Context: an optimization exercise on an open-source flow, tuned for small area and a short achievable clock period. The choices shown serve that exercise and are no tape-out recipe.
Only simulation tests tie the RTL to the original design; equivalence was not proved.
Power figures rest on the tool's default switching activity, not on a simulated workload.

// main
module main(
    input clk,
    input [19:0] data,
    output reg [7:0] result_Ra,
    output reg [7:0] result_Rb,
    output reg [7:0] result_Rc,
    output reg [7:0] result_Rd,
    output reg [15:0] result_bFloat,
    output reg SF,
    output reg ZF
    );
==> flow/config.mk <==
export PLATFORM = sky130hd
export DESIGN_NAME = main
export DESIGN_NICKNAME = main
export VERILOG_FILES = /design/flow/design.v
export SDC_FILE = /design/flow/constraint.sdc
export NUM_CORES = 4
export LEC_CHECK = 0
export CAP_MARGIN = 20
export CORE_MARGIN = 2
export CORE_UTILIZATION = 40
export SLEW_MARGIN = 20
==> flow/constraint.sdc <==
create_clock -name core_clock -period 15.0 [get_ports {clk}]
set_input_delay 3.0000 -clock core_clock [delete_from_list [all_inputs] [get_ports {clk}]]
set_output_delay 3.0000 -clock core_clock [all_outputs]
set_load 0.01 [all_outputs]
standard.sh (not shown) runs the stock make flow with config.mk's settings and CLKGATE_MAP_FILE= SYNTH_SCRIPT=/design/flow/synth_recipe.tcl, a recipe that flattens the netlist after the stock synthesis.
==> flow/flow/run.sh <==
#!/bin/bash
# Own layout flow: the standard ORFS flow (standard.sh) with these changes:
#  - synthesis leaves the adders to ABC instead of extracting full/half adder cells, and
#    ABC maps with flow/abc_map.script (area-recovering mapping under a delay target).
#    Only the ABC step differs from synth_recipe.tcl: the registers are mapped before it.
#  - the port buffers are buf_1 cells instead of the slow clkdlybuf4s50_1 (the resizer
#    then sizes them as it does any cell);
#  - repair_timing aims for 8.7 ns of setup slack, so it sizes up the critical paths.
set -euo pipefail
W=$PWD
mkdir -p "$W/own"
sed "s#^  log_cmd abc {\*}\$abc_args#  log_cmd abc -script $W/flow/abc_map.script {*}[lrange \$abc_args 2 end]#" \
  "$FLOW_HOME/scripts/synth.tcl" > "$W/own/synth_own.tcl"
grep -q "abc_map.script" "$W/own/synth_own.tcl"
sed "s#source \$::env(SCRIPTS_DIR)/synth.tcl#source $W/own/synth_own.tcl#" \
  "$W/synth_recipe.tcl" > "$W/own/synth_recipe_own.tcl"
grep -q "synth_own.tcl" "$W/own/synth_recipe_own.tcl"
bash standard.sh SYNTH_SCRIPT="$W/own/synth_recipe_own.tcl" ADDER_MAP_FILE= ABC_AREA=1 SETUP_SLACK_MARGIN=8.7 CTS_BUF_LIST=sky130_fd_sc_hd__clkbuf_8 \
  "BUFFER_PORTS_ARGS=-buffer_cell sky130_fd_sc_hd__buf_1" finish > standard_flow.log 2>&1
==> flow/flow/abc_map.script <==
strash
dch -f
map -B 0.9
strash
dch -f
map -B 0.9
topo
stime -c
buffer -c
upsize -c
dnsize -c
The baseline passed the timing, design-rule and antenna checks.
Rerun with:
==> flow/flow/abc_map.script (replaced) <==
strash
dch -f
map -B 0.9
strash
dch -f
map -B 0.9
strash
dch -f
map -B 0.9
topo
stime -c
buffer -c
upsize -c
dnsize -c
Power falls by 4.0%.
Count of clock-buffer cells in the layout stays the same.
Non-clock buffer count falls by 4.
Cell count falls by 2.8%.
Die area falls by 1.8%.
Rerun with:
==> flow/flow/run.sh (replaced) <==
#!/bin/bash
# Own layout flow: the standard ORFS flow (standard.sh) with these changes:
#  - synthesis leaves the adders to ABC instead of extracting full/half adder cells,
#    and ABC runs its area script (ABC_AREA=1), which here also gives the shorter paths;
#  - the port buffers are buf_1 cells instead of the slow clkdlybuf4s50_1 (the resizer
#    then sizes them as it does any cell);
#  - repair_timing aims for 8.7 ns of setup slack, so it sizes up the critical paths.
set -euo pipefail
bash standard.sh ADDER_MAP_FILE= ABC_AREA=1 SETUP_SLACK_MARGIN=8.7 CTS_BUF_LIST=sky130_fd_sc_hd__clkbuf_8 \
  "BUFFER_PORTS_ARGS=-buffer_cell sky130_fd_sc_hd__buf_1" finish > standard_flow.log 2>&1
removed: flow/flow/abc_map.script
What happened: The changed run passed the timing, design-rule and antenna checks; power rose by 3.8%; combinational power is about the same; setup slack degrades by 0.039 ns.
Rerun with:
==> flow/flow/run.sh (replaced) <==
#!/bin/bash
# Own layout flow: the standard ORFS flow (standard.sh) with these changes:
#  - synthesis leaves the adders to ABC instead of extracting full/half adder cells, and
#    ABC maps with flow/abc_map.script (area-recovering mapping under a delay target).
#    Only the ABC step differs from synth_recipe.tcl: the registers are mapped before it.
#  - the port buffers are buf_1 cells instead of the slow clkdlybuf4s50_1 (the resizer
#    then sizes them as it does any cell);
#  - repair_timing aims for 8.7 ns of setup slack, so it sizes up the critical paths.
set -euo pipefail
W=$PWD
mkdir -p "$W/own"
sed "s#^  log_cmd abc {\*}\$abc_args#  log_cmd abc -script $W/flow/abc_map.script {*}[lrange \$abc_args 2 end]#" \
  "$FLOW_HOME/scripts/synth.tcl" > "$W/own/synth_own.tcl"
grep -q "abc_map.script" "$W/own/synth_own.tcl"
sed "s#source \$::env(SCRIPTS_DIR)/synth.tcl#source $W/own/synth_own.tcl#" \
  "$W/synth_recipe.tcl" > "$W/own/synth_recipe_own.tcl"
grep -q "synth_own.tcl" "$W/own/synth_recipe_own.tcl"
bash standard.sh SYNTH_SCRIPT="$W/own/synth_recipe_own.tcl" ADDER_MAP_FILE= ABC_AREA=1 SETUP_SLACK_MARGIN=8.7 CTS_BUF_LIST=sky130_fd_sc_hd__clkbuf_8 \
  "BUFFER_PORTS_ARGS=-buffer_cell sky130_fd_sc_hd__buf_1" finish > standard_flow.log 2>&1
==> flow/flow/abc_map.script (new file) <==
strash
dch -f
map -B 0.7
strash
dch -f
map -B 0.7
strash
dch -f
map -B 0.7
topo
stime -c
buffer -c
upsize -c
dnsize -c
- The changed run went through all stages and came out clean
- power drops by a few percent
- clock power goes down by roughly a tenth
- sequential share of layout area went up by 0.77 points
- worst setup slack got worse by 0.066 ns


## red
Another version of the RTL of main (not shown whole).
Size: ~1600 cells after synthesis, about 71 I/O pins, ~9300 sq um of cells after synthesis.
Design main, start of the top module:
module main(
    input clk,
    input [19:0] data,
    output reg [7:0] result_Ra,
    output reg [7:0] result_Rb,
    output reg [7:0] result_Rc,
    output reg [7:0] result_Rd,
    output reg [15:0] result_bFloat,
    output reg SF,
    output reg ZF
    );
    reg [15:0] result_mul;
    wire [3:0] op = data[19:16];
    wire [7:0] f1 = data[15:8];
    wire [7:0] f2 = data[7:0];
    wire d_a = f1 == 8'h01, d_b = f1 == 8'h02, d_c = f1 == 8'h04, d_d = f1 == 8'h08;
    wire s_ok = f2 == 8'h01 || f2 == 8'h02 || f2 == 8'h04 || f2 == 8'h08;
    wire d_ok = d_a | d_b | d_c | d_d;
    wire same = f1 == f2;
    wire op_save = op == 4'b0001 || op == 4'b0010;
    wire op_sum  = op == 4'b0011 || op == 4'b0100;
    wire op_sub  = op == 4'b0101 || op == 4'b0110;
    wire op_reg  = op == 4'b0010 || op == 4'b0100 || op == 4'b0110;
    wire op_shr  = op == 4'b1011;
    wire op_shl  = op == 4'b1100;
    wire op_mul  = op == 4'b0111 || op == 4'b1000;
    wire op_bf   = op == 4'b1101;
    wire [7:0] opa = ({8{f1[0]}} & result_Ra) | ({8{f1[1]}} & result_Rb) |
                     ({8{f1[2]}} & result_Rc) | ({8{f1[3]}} & result_Rd);
    wire [7:0] srcv = ({8{f2[0]}} & result_Ra) | ({8{f2[1]}} & result_Rb) |
                      ({8{f2[2]}} & result_Rc) | ({8{f2[3]}} & result_Rd);
    wire [7:0] opb = op[0] ? f2 : srcv;
    wire keep = op_reg & (~s_ok | (same & ~(op == 4'b0100 & d_a)));
    wire [7:0] addsub = opa + (opb ^ {8{op_sub}}) + {7'd0, op_sub};
    wire big = f2[7:3] != 5'd0;
    wire [7:0] shr = big ? 8'd0 : (opa >> f2[2:0]);
    wire [7:0] shl = big ? 8'd0 : (opa << f2[2:0]);
    reg [7:0] alu;
  ...
Settings: LEC_CHECK=0, CAP_MARGIN=20, CORE_MARGIN=2, CORE_UTILIZATION=40, SLEW_MARGIN=20; clock period 15.0 ns.
==> flow/flow/run.sh <==
#!/bin/bash
# Own layout flow: the standard ORFS flow (standard.sh) with these changes:
#  - synthesis leaves the adders to ABC instead of extracting full/half adder cells,
#    and ABC runs its area script (ABC_AREA=1), which here also gives the shorter paths;
#  - the port buffers are buf_1 cells instead of the slow clkdlybuf4s50_1 (the resizer
#    then sizes them as it does any cell).
set -euo pipefail
bash standard.sh ADDER_MAP_FILE= ABC_AREA=1 SETUP_SLACK_MARGIN=8.7 CAP_MARGIN=0 SLEW_MARGIN=0 \
  "BUFFER_PORTS_ARGS=-buffer_cell sky130_fd_sc_hd__buf_1" finish > standard_flow.log 2>&1
For blue, these inputs were changed with respect to red:
-- flow/flow/run.sh --
<<< red, line 6
#    then sizes them as it does any cell).
set -euo pipefail
bash standard.sh ADDER_MAP_FILE= ABC_AREA=1 SETUP_SLACK_MARGIN=8.7 CAP_MARGIN=0 SLEW_MARGIN=0 \
  "BUFFER_PORTS_ARGS=-buffer_cell sky130_fd_sc_hd__buf_1" finish > standard_flow.log 2>&1
>>> blue, line 6
#    then sizes them as it does any cell).
set -euo pipefail
bash standard.sh ADDER_MAP_FILE= ABC_AREA=1 SETUP_SLACK_MARGIN=8.7 \
  "BUFFER_PORTS_ARGS=-buffer_cell sky130_fd_sc_hd__buf_1" finish > standard_flow.log 2>&1
==> run summary <==
Taking red as the reference, in blue via-per-instance ratio rose 0.036; part of the total power dissipated in sequential elements about even; fraction of area in clock buffers and inverters about even; worst hold slack fell 17 ps; area of all placed cells without fillers fell 0.42%. blue vs red — slew at the pin closest to its max-slew limit dropped 440 ps. For blue, the cell with the largest stage delay on the worst path was sky130_fd_sc_hd__inv_1, unlike red, where it was sky130_fd_sc_hd__a21boi_0. Diff red -> blue: number of DRC markers after the initial detailed-route iteration moved up, share of the cycle needed by the critical path after routing level, setup slack level.
Here is what was changed in the inputs of green compared with blue.
-- flow/flow/run.sh --
<<< blue, line 6
#    then sizes them as it does any cell).
set -euo pipefail
bash standard.sh ADDER_MAP_FILE= ABC_AREA=1 SETUP_SLACK_MARGIN=8.7 \
  "BUFFER_PORTS_ARGS=-buffer_cell sky130_fd_sc_hd__buf_1" finish > standard_flow.log 2>&1
>>> green, line 6
#    then sizes them as it does any cell).
set -euo pipefail
bash standard.sh ADDER_MAP_FILE= ABC_AREA=1 SETUP_SLACK_MARGIN=9.3 \
  "BUFFER_PORTS_ARGS=-buffer_cell sky130_fd_sc_hd__buf_1" finish > standard_flow.log 2>&1
When green is measured against blue, its ratio of final minimum period to clock period turns out 0.94 points lower. Total power ended up about 26% higher on green than on blue. Final hold slack (green over blue): decrease, 6.8 ps. green vs. blue: minimum clock period after layout went down 140 ps, total routing usage reported by global routing went up, final design area excluding fillers rose by 30%. green vs blue on area added between synthesis and finish: green is the higher one. After synthesis and placement, the instance count of green is above that of blue.
Modified inputs, orange compared to green
==> flow/flow/run.sh <==
#!/bin/bash
# Own layout flow: the standard ORFS flow (standard.sh) with these changes:
#  - synthesis leaves the adders to ABC instead of extracting full/half adder cells,
#    and ABC runs its area script (ABC_AREA=1), which here also gives the shorter paths;
#  - the port buffers are buf_1 cells instead of the slow clkdlybuf4s50_1 (the resizer
#    then sizes them as it does any cell);
#  - repair_timing aims for 8.7 ns of setup slack, so it sizes up the critical paths.
set -euo pipefail
bash standard.sh ADDER_MAP_FILE= ABC_AREA=1 SETUP_SLACK_MARGIN=8.7 CTS_BUF_LIST=sky130_fd_sc_hd__clkbuf_4 \
  "BUFFER_PORTS_ARGS=-buffer_cell sky130_fd_sc_hd__buf_1" finish > standard_flow.log 2>&1
orange: all stages complete, timing, DRC and antenna checks passed
Summary — worst hold slack, orange relative to green: higher, by 15 ps.
Compared with green, orange is more frugal on power.
orange against green: register-to-register slack has decreased, cell count has decreased, layout-stage area growth over the synthesis result has decreased.
Re met3 capacity usage during global routing: green and orange aren't equal, and the lower value belongs to orange.
Sort green and orange by clock skew asc -> top: green
Diff green and orange: core occupancy in the finished layout higher in green
From orange to green, final sequential cell count did not move at all.
The worst-path cell with the longest stage delay comes out sky130_fd_sc_hd__nand4_4 in one run and sky130_fd_sc_hd__buf_6 in the other, namely in green and orange respectively.
The inputs of purple differ from those of orange as listed below.
==> flow/flow/run.sh <==
#!/bin/bash
# Own layout flow: the standard ORFS flow (standard.sh) with these changes:
#  - synthesis leaves the adders to ABC instead of extracting full/half adder cells,
#    and ABC runs its area script (ABC_AREA=1), which here also gives the shorter paths;
#  - the port buffers are buf_1 cells instead of the slow clkdlybuf4s50_1 (the resizer
#    then sizes them as it does any cell).
set -euo pipefail
bash standard.sh ADDER_MAP_FILE= ABC_AREA=1 \
  "BUFFER_PORTS_ARGS=-buffer_cell sky130_fd_sc_hd__buf_1" finish > standard_flow.log 2>&1
[summary]
purple was carried through to the last stage, and its layout satisfied the timing, design-rule and antenna checks.
Setup slack in purple is smaller than in orange.
Compared with orange, in purple detailed-routing iteration count for the pre-antenna-repair pass went up, overall power after layout increased by 8.1% relative to the old numbers, post-detailed-route via-to-cell ratio shrank by about 0.34%, power dissipated by switching net loads rose 1.9%.
The internal cell power of purple was inferior to that of orange.
Clock network power share, purple and orange: higher on purple

## port drivers added, routing unchanged
No port has a modelled driver above. Below, the same layouts with a new extraction and two added sets of constraints.
Step 1: set_driving_cell puts a clkbuf_16 on clk and a buf_2 on each other input, an assumption about the parent block.
Step 2 also shifts input and output timing later by t, the mid clock arrival at the registers, as if the neighbouring blocks saw the same clock.
a / b / c = ideal ports / drivers / drivers and shift; a / b = the first two.
run	shift t [ns]	setup slack, ns	hold slack, ns	latest minus earliest clock arrival (ns)
the first run of note 1	0.370	8.996 / 8.999 / 8.629	0.496 / 0.496 / 0.496	0.015 / 0.015
the second run of note 1	0.385	9.020 / 9.034 / 8.649	0.514 / 0.514 / 0.514	0.020 / 0.019
the third run of note 1	0.377	8.980 / 8.991 / 8.614	0.498 / 0.498 / 0.498	0.009 / 0.009
the fourth run of note 1	0.368	8.914 / 8.925 / 8.556	0.526 / 0.526 / 0.526	0.013 / 0.013
red	0.367	8.989 / 8.979 / 8.611	0.674 / 0.674 / 0.674	0.005 / 0.005
blue	0.367	8.989 / 8.963 / 8.596	0.657 / 0.657 / 0.657	0.005 / 0.005
green	0.375	9.130 / 9.131 / 8.756	0.651 / 0.651 / 0.651	0.006 / 0.006
orange	0.444	9.010 / 8.976 / 8.532	0.666 / 0.666 / 0.666	0.020 / 0.021
purple	0.367	8.332 / 8.346 / 7.979	0.659 / 0.659 / 0.659	0.006 / 0.006
After both steps setup and hold are still met in every run listed. The setup slack of orange, which loses most, moves by -0.034 ns with the drivers and by -0.478 ns with both steps.
